What follows belongs to an exercise in optimizing a design on an open flow for small area, a short achievable clock period and few clock cycles per item; a production flow would make more cautious choices.
The RTL was checked by simulation tests, not by an equivalence proof against the original design.

the baseline:
// mult
module mult(
  input  reset,
  input  clk,
  input  [31:0] a_in,
  input  [31:0] b_in,
  input  start,
  output logic [63:0] product,
  output logic done);
For scale: about 18000 sq um of cells after synthesis.
==> flow/config.mk <==
export PLATFORM = sky130hd
export DESIGN_NAME = mult
export DESIGN_NICKNAME = mult
export VERILOG_FILES = /design/flow/design.v
export SDC_FILE = /design/flow/constraint.sdc
export NUM_CORES = 4
export LEC_CHECK = 0
export CAP_MARGIN = 20
export CORE_MARGIN = 2
export CORE_UTILIZATION = 60
export GPL_TIMING_DRIVEN = 0
export PLACE_DENSITY = 0.75
export SLEW_MARGIN = 20
export SYNTH_HIERARCHICAL = 1
==> flow/constraint.sdc <==
create_clock -name core_clock -period 3.5 [get_ports {clk}]
set_input_delay 0.7000 -clock core_clock [delete_from_list [all_inputs] [get_ports {clk}]]
set_output_delay 0.7000 -clock core_clock [all_outputs]
set_load 0.01 [all_outputs]
standard.sh (not shown) runs the stock make flow with config.mk's settings and CLKGATE_MAP_FILE= SYNTH_SCRIPT=/design/flow/synth_recipe.tcl, a recipe that flattens the netlist after the stock synthesis.
==> flow/flow/run.sh <==
#!/bin/bash
set -euo pipefail
export BUFFER_PORTS_ARGS="-buffer_cell sky130_fd_sc_hd__buf_4"
bash standard.sh > standard_flow.log 2>&1
Testbench counts of the baseline, summed over its fixed seeds: cycles 9,600, items 2,400.
For the candidate, these inputs were changed with respect to the baseline:
Settings: setting SETUP_SLACK_MARGIN to 0.05 for the first time.
==> flow/flow/run.sh <==
#!/bin/bash
set -euo pipefail
export BUFFER_PORTS_ARGS="-buffer_cell sky130_fd_sc_hd__buf_2"
bash standard.sh > standard_flow.log 2>&1
Findings:
- Diff the candidate..the baseline | post-synthesis instance total | unchanged
- The post-CTS setup-driven buffer insertion count of the candidate exceeds that of the baseline by about 40%.
- Changes observed in the candidate relative to the baseline: smallest setup slack after layout fell by 0.015 ns, final hold slack stayed essentially flat, sum of met2 wire segment lengths after detailed routing fell by 170 microns.

== job 101 ==
mult, a different RTL version from the one above (not shown whole).
Size in the first run: about 130 I/O pins, roughly 18,000 um2 of cells after synthesis.
==> flow/config.mk <==
export PLATFORM = sky130hd
export DESIGN_NAME = mult
export DESIGN_NICKNAME = mult
export VERILOG_FILES = /design/flow/design.v
export SDC_FILE = /design/flow/constraint.sdc
export NUM_CORES = 4
export LEC_CHECK = 0
export CAP_MARGIN = 20
export CORE_MARGIN = 2
export CORE_UTILIZATION = 60
export GPL_TIMING_DRIVEN = 0
export PLACE_DENSITY = 0.75
export SETUP_SLACK_MARGIN = 0.1
export SLEW_MARGIN = 20
export SYNTH_HIERARCHICAL = 1
==> flow/constraint.sdc <==
create_clock -name core_clock -period 3.5 [get_ports {clk}]
set_input_delay 0.7000 -clock core_clock [delete_from_list [all_inputs] [get_ports {clk}]]
set_output_delay 0.7000 -clock core_clock [all_outputs]
set_load 0.01 [all_outputs]
==> flow/flow/run.sh <==
#!/bin/bash
set -euo pipefail
export BUFFER_PORTS_ARGS="-buffer_cell sky130_fd_sc_hd__buf_2"
bash standard.sh > standard_flow.log 2>&1
Testbench counts of job 101, summed over its fixed seeds: cycles 9,600, items 2,400.
diff inputs: job 101 => job 102
-- flow/config.mk --
<<< job 101, line 11
export GPL_TIMING_DRIVEN = 0
export PLACE_DENSITY = 0.75
export SETUP_SLACK_MARGIN = 0.1
export SLEW_MARGIN = 20
export SYNTH_HIERARCHICAL = 1
>>> job 102, line 11
export GPL_TIMING_DRIVEN = 0
export PLACE_DENSITY = 0.75
export SETUP_SLACK_MARGIN = 0.2
export SLEW_MARGIN = 20
export SYNTH_HIERARCHICAL = 1
## What came out
- Job 102 ends up with higher portion of the layout cell area used by non-clock buffers than job 101 does.
- Compared with job 101, in job 102 critical path data arrival time dropped 0.05 ns; final-layout clock buffer total dropped 2; global-route wire length before repair climbed about 2.3%.
- Diff job 101..job 102 | final-layout worst hold slack | negligible
- Per the comparison of job 102 with job 101, relative max-transition margin now smaller, overall die area has remained practically unchanged.
- Compared job 101 against job 102; peak per-stage delay on the critical path within noise.
- Comparing job 102 and job 101, total stage count of the critical path is higher on job 101.
- Summary: maximum frequency, job 102 better than job 101
- From job 101 to job 102, effective utilization at floorplan did not move at all.
Edits applied to the flow inputs when going from job 102 to job 103:
-- flow/config.mk --
<<< job 102, line 11
export GPL_TIMING_DRIVEN = 0
export PLACE_DENSITY = 0.75
export SETUP_SLACK_MARGIN = 0.2
export SLEW_MARGIN = 20
export SYNTH_HIERARCHICAL = 1
>>> job 103, line 11
export GPL_TIMING_DRIVEN = 0
export PLACE_DENSITY = 0.75
export SETUP_SLACK_MARGIN = 0.05
export SLEW_MARGIN = 20
export SYNTH_HIERARCHICAL = 1
Findings:
Changes observed in job 103 relative to job 102: non-clock buffer count in the final layout now smaller, remaining max-slew budget at the tightest pin now larger.
Job 103 vs job 102, final worst setup slack went up by 0.0058 ns.
Shortest period the worst path allows down 0.0058 ns in job 103 wrt job 102

-- port drivers added, routing unchanged --
The results above use ideal ports. As a check the final layouts listed here were re-extracted and re-timed, cells and wires unchanged. Step 1, drivers: a clkbuf_16 drives clk and a buf_2 each remaining input, both assumed. Step 2 also shifts input and output timing later by t, the mid clock arrival at the registers, as if the neighbouring blocks saw the same clock. a / b / c = ideal / step 1 / step 2; a / b = the first two.
| run | shift t [ns] | slack for setup (ns) | hold slack, ns | worst slew at a driven data input, ns |
|---|---|---|---|---|
| the baseline | 0.494 | 0.079 / 0.028 / -0.393 | 0.034 / 0.008 / 0.446 | 0.05 |
| the candidate | 0.483 | 0.064 / 0.027 / -0.389 | 0.032 / 0.005 / 0.444 | 0.08 |
| job 101 | 0.493 | 0.029 / -0.025 / -0.328 | 0.041 / 0.012 / 0.453 | 0.08 |
| job 102 | 0.486 | 0.081 / 0.028 / -0.333 | 0.039 / 0.007 / 0.458 | 0.09 |
| job 103 | 0.496 | 0.086 / 0.031 / -0.316 | 0.029 / -0.006 / 0.441 | 0.07 |
With both steps, setup timing fails in every run listed, where it was met with ideal ports. The setup slack of the baseline, which loses most, moves by -0.051 ns with the drivers and by -0.472 ns with both steps.
